Context: an optimization exercise on an open-source flow, tuned for small area. The choices shown serve that exercise and are no tape-out recipe.
Only simulation tests tie the RTL to the original design; equivalence was not proved.
Power is estimated from default activity; no workload was simulated.

[flow/design.v]
module Debounce(
    input logic clk,
    input logic reset,
    input logic button_in,
    output logic button_out
);
    parameter integer DEBOUNCE_TIME = 20;  
    logic [4:0] counter;  
    logic button_reg;      
    logic settled;
    assign settled = counter[4] & counter[2];
    always_ff @(posedge clk or posedge reset) begin
        if (reset) begin
            counter <= 0;
            button_reg <= 0;
            button_out <= 0;
        end else begin
            if (button_in != button_reg) begin
                counter <= 0;  
            end else if (!settled) begin
                counter <= counter + 1;  
            end else begin
                button_out <= button_in;  
            end
            button_reg <= button_in;  
        end
    end
endmodule
module CounterSelector(
    input  logic clk,
    input  logic reset,
    input  logic next_button,
    input  logic select_button,    
    input  logic selec_A_M,
    input  logic buttonM,
    output logic [6:0] display_7seg,
    output logic [6:0] seg_centenas,
    output logic [6:0] seg_decenas,
    output logic [6:0] seg_unidades,
    output logic [4:0] led
);
    function automatic [7:0] step_add(input logic [7:0] b, input logic [1:0] k);
        logic [3:0] q, u;
        q = b[7:4];
        u = b[3:0];
        case (k)
            2'b01: if (u[3] & u[0]) begin q = q + 4'd1; u = 4'd0; end
                   else u = u + 4'd1;
            2'b10: if (u[3] | (u[2] & u[1])) begin q = q + 4'd1; u = u - 4'd6; end
                   else u = u + 4'd4;
            default: q = q + 4'd1;
        endcase
        step_add = {q, u};
    endfunction
    function automatic [6:0] seg7(input logic [3:0] d);
        case (d)
            4'd1: seg7 = 7'b1111001;
            4'd2: seg7 = 7'b0100100;
            4'd3: seg7 = 7'b0110000;
            4'd4: seg7 = 7'b0011001;
            4'd5: seg7 = 7'b0010010;
            4'd6: seg7 = 7'b0000010;
            4'd7: seg7 = 7'b1111000;
            4'd8: seg7 = 7'b0000000;
            4'd9: seg7 = 7'b0011000;
            default: seg7 = 7'b1000000;
        endcase
    endfunction
    logic [3:0] tb_lo;     
    logic [6:0] tb_sec;    
    logic [4:0] tb_led;    
    logic pulse, tick;
    always_ff @(posedge clk or posedge reset) begin
        if (reset) begin
            tb_lo  <= 4'd0;
            tb_sec <= 7'd0;
            tb_led <= 5'd0;
        end else begin
            tb_lo <= tb_lo + 4'd1;
            if (&tb_lo) begin
                tb_led <= tb_led + 5'd1;
                tb_sec <= (tb_sec[6:2] == 5'b11111 && tb_sec[0]) ? 7'd1 : tb_sec + 7'd1;
            end
        end
    end
    assign pulse = (tb_lo == 4'd0) && (tb_sec[6:2] == 5'b11111) && tb_sec[0];
    assign tick  = (&tb_lo) && (tb_led == 5'd15);
    logic next_button_clean, selec_A_M_clean, buttonM_clean;
    Debounce #(.DEBOUNCE_TIME(20)) db_next (
        .clk(clk), .reset(reset), .button_in(next_button), .button_out(next_button_clean));
    Debounce #(.DEBOUNCE_TIME(20)) db_mode (
        .clk(clk), .reset(reset), .button_in(selec_A_M), .button_out(selec_A_M_clean));
    Debounce #(.DEBOUNCE_TIME(20)) db_btnM (
        .clk(clk), .reset(reset), .button_in(buttonM), .button_out(buttonM_clean));
    logic press, next_press, prev_select_button, prev_next_button, buttonM_prev;
    logic bedge;
    always_ff @(posedge clk or posedge reset) begin
        if (reset) begin
            press <= 1'b0;
            next_press <= 1'b0;
            prev_select_button <= 1'b0;
            prev_next_button <= 1'b0;
            buttonM_prev <= 1'b0;
        end else begin
            prev_select_button <= select_button;
            press <= select_button & ~prev_select_button;
            prev_next_button <= next_button_clean;
            next_press <= next_button_clean & ~prev_next_button;
            buttonM_prev <= buttonM_clean;
        end
    end
    assign bedge = buttonM_clean & ~buttonM_prev;
    logic pE, pU;             
    logic [1:0] didx;         
    logic sm;                 
    logic [1:0] si;           
    logic aclr, mclr;
    assign didx = {pE | pU, ~pE};
    always_ff @(posedge clk or posedge reset) begin
        if (reset) begin
            pE <= 1'b0;
            pU <= 1'b0;
            sm <= 1'b0;
            si <= 2'd0;
        end else begin
            if (si == 2'd0) begin
                if (next_press) begin
                    pE <= ~pE & ~pU;
                    pU <= pE;
                end
                if (press) begin
                    sm <= selec_A_M_clean;
                    si <= didx;
                end
            end else if (sm ? mclr : aclr) begin
                si <= 2'd0;
            end
        end
    end
    assign display_7seg = {~pE, 3'b000, ~pU, ~pU, ~pE};
    logic [1:0] aw, ar;       
    logic [7:0] av;
    logic a_lim;
    assign a_lim = &av[7:4];
    always_ff @(posedge clk or posedge reset) begin
        if (reset) begin
            aw <= 2'd0;
            av <= 8'd0;
            ar <= 2'd0;
        end else begin
            ar <= a_lim ? aw : 2'd0;
            if (pulse) begin
                if (!sm && si != 2'd0) begin
                    if (aw == si && a_lim) begin
                        av <= 8'd0;
                    end else begin
                        av <= step_add((aw == si) ? av : 8'd0, si);
                        aw <= si;
                    end
                end else begin
                    av <= 8'd0;
                end
            end
        end
    end
    assign aclr = (ar != 2'd0);
    logic [1:0] mw;
    logic [7:0] mv;
    logic m_lim, m_z;
    assign m_lim = &mv[7:4];
    assign m_z   = mv[3] & mv[1];
    assign mclr  = m_z;
    always_ff @(posedge clk or posedge reset) begin
        if (reset) begin
            mw <= 2'd0;
            mv <= 8'd0;
        end else if (bedge) begin
            if (sm && si != 2'd0) begin
                if (mw == si && m_lim) begin
                    mv <= 8'h0A;
                end else begin
                    mv <= step_add((mw == si && !m_z) ? mv : 8'd0, si);
                    mw <= si;
                end
            end else begin
                mv <= 8'd0;
            end
        end
    end
    logic [1:0] aar;  logic [2:0] aas;  logic [1:0] aaw;    
    logic [1:0] r1, r4, r10;
    logic [2:0] s1, s4, s10;
    function automatic [4:0] anim_next(input logic [1:0] r, input logic [2:0] s, input logic go);
        if (r == 2'd3) begin
            if (go) r = 2'd0;
        end else if (s[2] & s[0]) begin
            s = 3'd0;
            r = r + 2'd1;
        end else begin
            s = s + 3'd1;
        end
        anim_next = {r, s};
    endfunction
    always_ff @(posedge clk or posedge reset) begin
        if (reset) begin
            aar <= 2'd3; aas <= 3'd0; aaw <= 2'd0;
            r1 <= 2'd3;  s1 <= 3'd0;
            r4 <= 2'd3;  s4 <= 3'd0;
            r10 <= 2'd3; s10 <= 3'd0;
        end else if (tick) begin
            {aar, aas} <= anim_next(aar, aas, aclr);
            if (aar == 2'd3) aaw <= ar;
            {r1, s1}   <= anim_next(r1, s1, m_z && mw == 2'd1);
            {r4, s4}   <= anim_next(r4, s4, m_z && mw == 2'd2);
            {r10, s10} <= anim_next(r10, s10, m_z && mw == 2'd3);
        end
    end
    logic [7:0] dv;
    logic [3:0] dq, dt;
    logic [2:0] ds;
    always_comb begin
        if (selec_A_M_clean) begin
            dv = (mw == didx) ? mv : 8'd0;
            case (didx)
                2'b01:   ds = s1;
                2'b10:   ds = s4;
                default: ds = s10;
            endcase
        end else begin
            dv = (aw == didx) ? av : 8'd0;
            ds = (aaw == didx) ? aas : 3'd0;
        end
    end
    assign dq = dv[7:4];
    assign dt = (dq >= 4'd10) ? dq - 4'd10 : dq;
    assign seg_centenas = (dq >= 4'd10) ? 7'b1111001 : 7'b1000000;
    assign seg_decenas  = seg7(dt);
    assign seg_unidades = seg7(dv[3:0]);
    assign led = {ds[2] & ds[0], ds[2], ds[2] | (ds[1] & ds[0]), ds[2] | ds[1], |ds};
endmodule
[flow/run.sh]
#!/bin/bash
# synth_recipe.tcl (not shown) runs the flow's synth.tcl, then flattens the netlist and writes it again
# the make line also repeats each setting of config.mk as NAME=value (left out here)
make -C /OpenROAD-flow-scripts/flow DESIGN_CONFIG=/design/flow/config.mk WORK_HOME=/design/flow/orfs CLKGATE_MAP_FILE= SYNTH_SCRIPT=/design/flow/synth_recipe.tcl finish
[flow/config.mk]
export PLATFORM = sky130hd
export DESIGN_NAME = CounterSelector
export DESIGN_NICKNAME = CounterSelector
export VERILOG_FILES = /design/flow/design.v
export SDC_FILE = /design/flow/constraint.sdc
export NUM_CORES = 4
export LEC_CHECK = 0
export CAP_MARGIN = 20
export CORE_MARGIN = 2
export CORE_UTILIZATION = 40
export SLEW_MARGIN = 20
[flow/constraint.sdc]
create_clock -name core_clock -period 150.0 [get_ports {clk}]
set_input_delay 30.0000 -clock core_clock [delete_from_list [all_inputs] [get_ports {clk}]]
set_output_delay 30.0000 -clock core_clock [all_outputs]
set_load 0.01 [all_outputs]
==> notes.md <==
## power by group through the flow
| stage | Combinational (W) | Sequential (W) | Clock (W) |
|---|---|---|---|
| detailed placement | 0.0000145 | 0.0000274 | 0 |
| floorplan | 0.0000110 | 0.0000269 | 0 |
| global placement | 0.0000146 | 0.0000273 | 0 |
| global route | 0.0000165 | 0.0000271 | 0.0000231 |
| finish | 0.0000148 | 0.0000270 | 0.0000212 |
| CTS | 0.0000146 | 0.0000270 | 0.0000221 |
## kinds of logic (layout without fill, tap and decap cells)
group	after synthesis	count (layout)	synth area share, %
AND/OR/NAND/NOR	230	230	20.3
adder cells (fa/ha/maj)	36	36	8.02
multiplexers	16	16	3.21
XOR/XNOR	25	25	3.90
AO/OA/AOI/OAI	154	154	18.8
buffers and inverters	56	77	4.90
flip-flops	91	91	40.7
other	2	6	0.134
## how the worst max path moves through the flow
stage | from | end | cells past startpoint
6_report | pE$_DFFE_PP0P_ | seg_decenas[3] | 9
5_1_grt | pE$_DFFE_PP0P_ | seg_decenas[4] | 10
4_1_cts | pE$_DFFE_PP0P_ | seg_decenas[3] | 9
3_5_place_dp | pE$_DFFE_PP0P_ | seg_decenas[3] | 9
3_3_place_gp | pE$_DFFE_PP0P_ | seg_decenas[3] | 9
2_1_floorplan | mw[1]$_DFFE_PP0P_ | seg_decenas[3] | 9
## Yosys cell counts (4+ instances only)
library cell               number
sky130_fd_sc_hd__dfrtp_1       83
sky130_fd_sc_hd__nand2_1       84
sky130_fd_sc_hd__xor2_1        14
sky130_fd_sc_hd__inv_1         28
sky130_fd_sc_hd__ha_1          36
sky130_fd_sc_hd__nand4_1        4
sky130_fd_sc_hd__mux2i_1        6
sky130_fd_sc_hd__a31oi_1        8
sky130_fd_sc_hd__a32oi_1        5
sky130_fd_sc_hd__nor2b_1        5
sky130_fd_sc_hd__nor2_1        47
sky130_fd_sc_hd__mux2_2         8
sky130_fd_sc_hd__dfstp_2        8
sky130_fd_sc_hd__o31ai_1        4
sky130_fd_sc_hd__a22o_1        10
sky130_fd_sc_hd__xnor2_1       11
sky130_fd_sc_hd__nand2b_1       4
sky130_fd_sc_hd__and2_1        13
sky130_fd_sc_hd__nand3_1       23
sky130_fd_sc_hd__o21ai_0       60
sky130_fd_sc_hd__nor3_1         9
sky130_fd_sc_hd__nand4b_1       6
sky130_fd_sc_hd__a21oi_1       16
sky130_fd_sc_hd__o41ai_1        4
sky130_fd_sc_hd__clkbuf_1      11
sky130_fd_sc_hd__o22ai_1        8
sky130_fd_sc_hd__buf_4         15
sky130_fd_sc_hd__and3_1        14
sky130_fd_sc_hd__a22oi_1        6
## stage by stage
stage | power, W | area, um^2
after global placement | 0.0000420 | 6020
after CTS | 0.0000637 | 6300
final | 0.0000630 | 6300
after global routing | 0.0000667 | 6300
after floorplan | 0.0000378 | 5630
after detailed placement | 0.0000419 | 6020
## layout make-up
| class | instances | area, um^2 | share of cell area [%] |
|---|---|---|---|
| inverter | 28 | 106 | 1.69 |
| timing repair buffer | 33 | 328 | 5.21 |
| multi-input combinational | 467 | 3070 | 48.7 |
| tap | 180 | 225 | 3.58 |
| sequential | 91 | 2290 | 36.3 |
| clock buffer | 11 | 243 | 3.86 |
| clock inverter | 5 | 37.5 | 0.596 |
## routing by layer
metal / vias up / routed length, um / GRT usage, %
met2: 92 / 5640 / 26.1
met3: 15 / 444 / 3.81
met4: 0 / 162 / 6.03
met1: 2138 / 5880 / 24.1
met5: - / 0 / 0
li1: 2208 / - / -
## critical path: cells and delay by family (launching register included)
kind | cells | cell delay, ns
flip-flops | 1 | 0.52
adder cells (fa/ha/maj) | 1 | 0.24
AO/OA/AOI/OAI | 3 | 1.00
buffers and inverters | 2 | 0.61
multiplexers | 1 | 0.27
AND/OR/NAND/NOR | 2 | 0.67
==> impl_summary.log <==
[metrics] maximum number of pins on one net before global-route repair: 66
[metrics] Vias per Instance: 5.46
[metrics] later-pin clock latency in the skew report: 0.35 ns
[metrics] area enclosed by the die boundary: 0.0150 mm^2
[metrics] distinct cell type count of the synthesized netlist: 73
[metrics] Root Buffer Master: sky130_fd_sc_hd__clkbuf_16
[metrics] run status: finished clean
[metrics] number of antenna violations at the first check in global routing: 0
[metrics] count of antenna diodes in the layout: 0
[metrics] count of cells along the worst register-to-register path: 9
[metrics] number of placed I/O pins: 39
[metrics] top cell type's share of synthesized area: 37.0%
[metrics] hpwl dp: 8820 um
[metrics] number of global-route vias before repair: 4129
[metrics] syn_area_per_cell: 9.21 um^2
[metrics] ys async rst share: 100%
[metrics] maximum vdd ir drop: 5.83 uV
[metrics] leading cell types in the layout, fill and taps excluded: sky130_fd_sc_hd__nand2_1, sky130_fd_sc_hd__dfrtp_1, sky130_fd_sc_hd__o21ai_0
[metrics] Initial Utilization: 40.8%
[metrics] Final Max Tran Viols: 0
[metrics] hold path startpoint: prev_next_button$_DFF_PP0_
[metrics] placeable core region: 0.0138 mm^2
[metrics] most instantiated flip-flop cell in the synthesis netlist: sky130_fd_sc_hd__dfrtp_1
[metrics] largest registers: av: 8 flops, mv: 8 flops, tb_sec: 7 flops
[metrics] power share of the combinational group: 23.5%
[metrics] Final GP Congestion: 0.892
[metrics] net count reported at finish: 672
[metrics] worst relative slew slack: 45.0%
[metrics] routed len/inst: 14.9 um
[metrics] worst r2r src: si[0]$_DFFE_PP0P_
[metrics] part of the Yosys area used for sequential elements: 40.7%
[metrics] buffers added on ports: 32
[metrics] fin crit period: 33.67 ns
[metrics] part of the power in the clock network: 33.7%
[metrics] Setup Skew: 0.00980 ns
[metrics] combined area of all synthesized cells: 0.00562 mm^2
[metrics] Worst R2R End: mv[6]$_DFFE_PP0P_
[metrics] cell accounting for the most synthesized area: sky130_fd_sc_hd__dfrtp_1
[metrics] transition at the pin with the smallest max-transition slack: 0.824 ns
[metrics] pre-CTS worst setup slack: 116.69 ns
[metrics] delay of the slowest cell on the worst path: 0.59 ns
[metrics] setup_tns: 0 ns
[metrics] CTS Buffer Depth: 2
[metrics] total net switching power: 0.0000213 W
[metrics] Switching Share: 33.8%
[metrics] required time reported for the critical path endpoint: 120.00 ns
[metrics] number of buffers created by CTS: 9
[metrics] Synthesis Warnings: 2
[metrics] number of failing hold endpoints at the final stage: 0
[metrics] ratio of final minimum period to clock period: 22.4%
[metrics] RSZ-0062 raised after global routing: no
[metrics] final critical-path setup slack: 116.33 ns
[metrics] Starting DRT DRC Count: 342
[metrics] buffers inserted by post-CTS timing repair: 0
[metrics] critical-path cell with the highest stage delay: sky130_fd_sc_hd__or4b_4
[metrics] first-pass GRT wire length: 20600 um
[metrics] Max FO, Critical Path: 15
[metrics] synth top area cells: sky130_fd_sc_hd__dfrtp_1, sky130_fd_sc_hd__ha_1, sky130_fd_sc_hd__nand2_1, sky130_fd_sc_hd__o21ai_0, sky130_fd_sc_hd__dfstp_2
[metrics] sequential group share of total power: 42.8%
[metrics] maximum achievable frequency: 29.7 MHz
[metrics] power per cell area: 10.0 mW/mm^2
[metrics] fin cells: 815
[metrics] type of the most critical hold path: reg2reg
[metrics] GR Util All Layers: 17.2%
[metrics] Final Setup Violations: 0
[metrics] leakage power figure: 2.84 nW
[metrics] final design utilization: 45.7%
[metrics] number of hold-repair buffers added at the cts stage: 0
[metrics] placed insts: 799
[metrics] CTS tree: built
[metrics] global-route congestion overflow total: 0
[metrics] arrival time of data at the critical path endpoint: 3.67 ns
[metrics] filler cell count in the final layout: 1340
[metrics] internal reg-to-reg setup slack: 147.31 ns
[metrics] count of clock tree sinks: 91
[metrics] count of mapped cells out of synthesis: 610
[metrics] count of standard-cell rows: 43
[metrics] Routed Antenna Nets: 0
[metrics] start-to-end type of the worst setup path: reg2out
[metrics] share of layout cells above drive strength 1: 8.50%
[metrics] DIE HEIGHT: 122 um
[metrics] cells traversed along the worst timing path: or4b_4 -> a31oi_4 -> a32o_2 -> nand2_4 -> o21ai_0 -> inv_1 -> ha_1 -> mux2_4 -> clkdlybuf4s50_1
[metrics] number of max-cap violations: 0
[metrics] post-CTS resize count: 0
[metrics] routed wire length: 12100 um
[metrics] most common cell after layout, fill and taps aside: sky130_fd_sc_hd__nand2_1
[metrics] Critical Path Start Type: flop
[metrics] number of vias in the routed layout: 4453
[metrics] first-pass detailed-route iteration total: 7
[metrics] internal cell power: 0.0000417 W
[metrics] flop and latch count out of synthesis: 91
[metrics] register clock-pin slew on the reported worst setup and hold paths: 0.07 ns
[metrics] sort of element at the end of the critical path: output port
[metrics] instance count along the most critical hold path: 1
[metrics] number of remaining DRC errors: 0
[metrics] final hold slack: 0.393 ns
[metrics] Chip Width: 122 um
[metrics] Area growth syn-to-layout: 12.1%
[metrics] count of flip-flops with a built-in enable after synthesis: 0
[metrics] endpoint with the worst hold slack: next_press$_DFF_PP0_
[metrics] H-Tree Level Count: 3

-- static timing again, ports no longer ideal --
How much do the figures lean on ideal ports? The routed layout below was timed once more, with nothing changed but the port constraints.
Step 1: set_driving_cell puts a clkbuf_16 on clk and a buf_2 on each other input, an assumption about the parent block.
Step 2, shift: input delay + t, output delay - t, t = (earliest + latest rising clock arrival at the registers) / 2. This alone moves slack from input paths to output paths.
Three values: no drivers, after step 1, after step 2; two values: the first two.
shift t [ns]: 0.380
slack for setup (ns): 116.332 / 116.294 / 116.674
clock arrival spread, ns: 0.010 / 0.011
worst data-port slew with drivers (ns): 0.05
pins driven straight from the clock port: 1
After both steps this run still meets setup and hold. For this run, drivers alone change the setup slack by -0.038 ns; drivers and shift together by +0.342 ns.
